Source: an optimization exercise on an open RTL-to-GDS flow (aim: small area and a short achievable clock period). Production flows keep margins and buffers that such runs may drop.
Function was checked by simulation only, so behaviour that the tests miss may differ from the original.
Power is estimated from default activity; no workload was simulated.

==> flow/design.v (excerpt) <==
module Datapath(
	input clk,
	input rst,
	input [31:0]instr_in,
	output [31:0]pc_out,
	output MemRead,
	output MemWrite,
	output MemtoReg,
	output [3:0]opcode,
	output regwrite,
	output branchfinal,
	output [4:0]reg1,
	output [4:0]reg2,
	output [3:0]funcode,
	output [31:0]instru,
	output [31:0]doutreg1,
	output [31:0]doutreg2,
	output [31:0]result
    );
==> flow/config.mk <==
export PLATFORM = sky130hd
export DESIGN_NAME = Datapath
export DESIGN_NICKNAME = Datapath
export VERILOG_FILES = /design/flow/design.v
export SDC_FILE = /design/flow/constraint.sdc
export NUM_CORES = 4
export LEC_CHECK = 0
export CAP_MARGIN = 20
export CORE_MARGIN = 2
export CORE_UTILIZATION = 30
export CTS_BUF_LIST = sky130_fd_sc_hd__clkbuf_8 sky130_fd_sc_hd__clkbuf_16
export CTS_CLUSTER_DIAMETER = 80
export CTS_CLUSTER_SIZE = 20
export PLACE_DENSITY = 0.5
export SETUP_SLACK_MARGIN = 4
export SLEW_MARGIN = 20
==> flow/constraint.sdc <==
create_clock -name core_clock -period 16.0 [get_ports {clk}]
set_input_delay 3.2000 -clock core_clock [delete_from_list [all_inputs] [get_ports {clk}]]
set_output_delay 3.2000 -clock core_clock [all_outputs]
set_load 0.01 [all_outputs]
run.sh (not shown) runs the stock make flow with config.mk's settings and CLKGATE_MAP_FILE= SYNTH_SCRIPT=/design/flow/synth_recipe.tcl, a recipe that flattens the netlist after the stock synthesis.
Next try:
==> flow/flow/run.sh (new file) <==
#!/bin/bash
set -euo pipefail
export BUFFER_PORTS_ARGS="-buffer_cell sky130_fd_sc_hd__buf_4"
bash standard.sh > standard_flow.log 2>&1
grep -h "input buffers\|output buffers" orfs/logs/*/Datapath/base/3_3_place_gp.log > port_buffers.log || true
==> flow/standard.sh (new file) <==
#!/bin/bash
# synth_recipe.tcl (not shown) runs the flow's synth.tcl, then flattens the netlist and writes it again
# the make line also repeats each setting of config.mk as NAME=value (left out here)
make -C /OpenROAD-flow-scripts/flow DESIGN_CONFIG=/design/flow/config.mk WORK_HOME=/design/flow/orfs CLKGATE_MAP_FILE= SYNTH_SCRIPT=/design/flow/synth_recipe.tcl "${@:-finish}"
removed: flow/run.sh
Effect:
- sequential cell count stays the same
- cell count decreases by 0.35%
- routed wire length grows by 0.54%
- non-clock buffer count drops by 50


Another version of the RTL of Datapath (not shown whole).
Size in the first run: roughly 8200 cells after synthesis, ~3200 flip-flops, roughly 220 I/O pins.
Design Datapath, start of the top module:
module Datapath(
	input clk,
	input rst,
	input [31:0]instr_in,
	output [31:0]pc_out,
	output MemRead,
	output MemWrite,
	output MemtoReg,
	output [3:0]opcode,
	output regwrite,
	output branchfinal,
	output [4:0]reg1,
	output [4:0]reg2,
	output [3:0]funcode,
	output [31:0]instru,
	output [31:0]doutreg1,
	output [31:0]doutreg2,
	output [31:0]result
    );
export LEC_CHECK = 0
export CAP_MARGIN = 20
export CORE_MARGIN = 2
export CORE_UTILIZATION = 35
export CTS_BUF_LIST = sky130_fd_sc_hd__clkbuf_16
export CTS_CLUSTER_DIAMETER = 100
export CTS_CLUSTER_SIZE = 25
export PLACE_DENSITY = 0.55
export SETUP_SLACK_MARGIN = 5
export SLEW_MARGIN = 20
create_clock -name core_clock -period 16.0 [get_ports {clk}]
standard.sh (not shown) runs the stock make flow with config.mk's settings and CLKGATE_MAP_FILE= SYNTH_SCRIPT=/design/flow/synth_recipe.tcl, a recipe that flattens the netlist after the stock synthesis.
==> flow/flow/run.sh <==
#!/bin/bash
set -euo pipefail
export BUFFER_PORTS_ARGS="-buffer_cell sky130_fd_sc_hd__buf_4"
bash standard.sh > standard_flow.log 2>&1
grep -h "input buffers\|output buffers" orfs/logs/*/Datapath/base/3_3_place_gp.log > port_buffers.log || true
The starting point completed with no timing, DRC or antenna violations.
Edit:
CORE_UTILIZATION = 30   (was 35)
CTS_BUF_LIST = sky130_fd_sc_hd__clkbuf_8 sky130_fd_sc_hd__clkbuf_16   (was sky130_fd_sc_hd__clkbuf_16)
CTS_CLUSTER_DIAMETER = 80   (was 100)
CTS_CLUSTER_SIZE = 20   (was 25)
PLACE_DENSITY = 0.5   (was 0.55)
Die area came out higher by 17%; count of clock-buffer cells in the layout grows by 31; clock power rose by 12%; sequential cell count stays the same; routed wire length rose by about 4.4%; global-route usage came out lower by 3.5 points; total power increases by 4.0%; clock skew rises by 0.0056 ns.

[port drivers added, routing unchanged]
How much do the figures lean on ideal ports? The routed layouts below were timed once more, with nothing changed but the port constraints.
Step 1, drivers: a clkbuf_16 drives clk and a buf_2 each remaining input, both assumed.
Step 2 adds t to the input delays and takes it off the output delays; t is the mean of the earliest and latest rising clock arrival at the registers after step 1. Input paths then give back, and output paths get back, about the clock's delay inside the block.
Three values: ideal, step 1, step 2; two values: the first two.
| run | t (ns) | slack for setup (ns) | hold slack, ns | latest minus earliest clock arrival (ns) | pins driven straight from the clock port |
|---|---|---|---|---|---|
| the first run of note 1 | 1.114 | 3.788 / 3.514 / 3.058 | 0.478 / 0.478 / 0.478 | 0.151 / 0.152 | 1 |
| the second run of note 1 | 1.046 | 3.850 / 3.445 / 2.844 | 0.465 / 0.465 / 0.465 | 0.107 / 0.107 | 1 |
| the first run of note 2 | 1.026 | 4.843 / 4.409 / 3.745 | 0.468 / 0.468 / 0.468 | 0.102 / 0.102 | 1 |
| the second run of note 2 | 1.043 | 4.733 / 4.228 / 3.651 | 0.462 / 0.462 / 0.462 | 0.107 / 0.106 | 1 |
After both steps setup and hold are still met in every run listed. For the first run of note 2, which loses most, drivers alone change the setup slack by -0.434 ns; drivers and shift together by -1.098 ns.
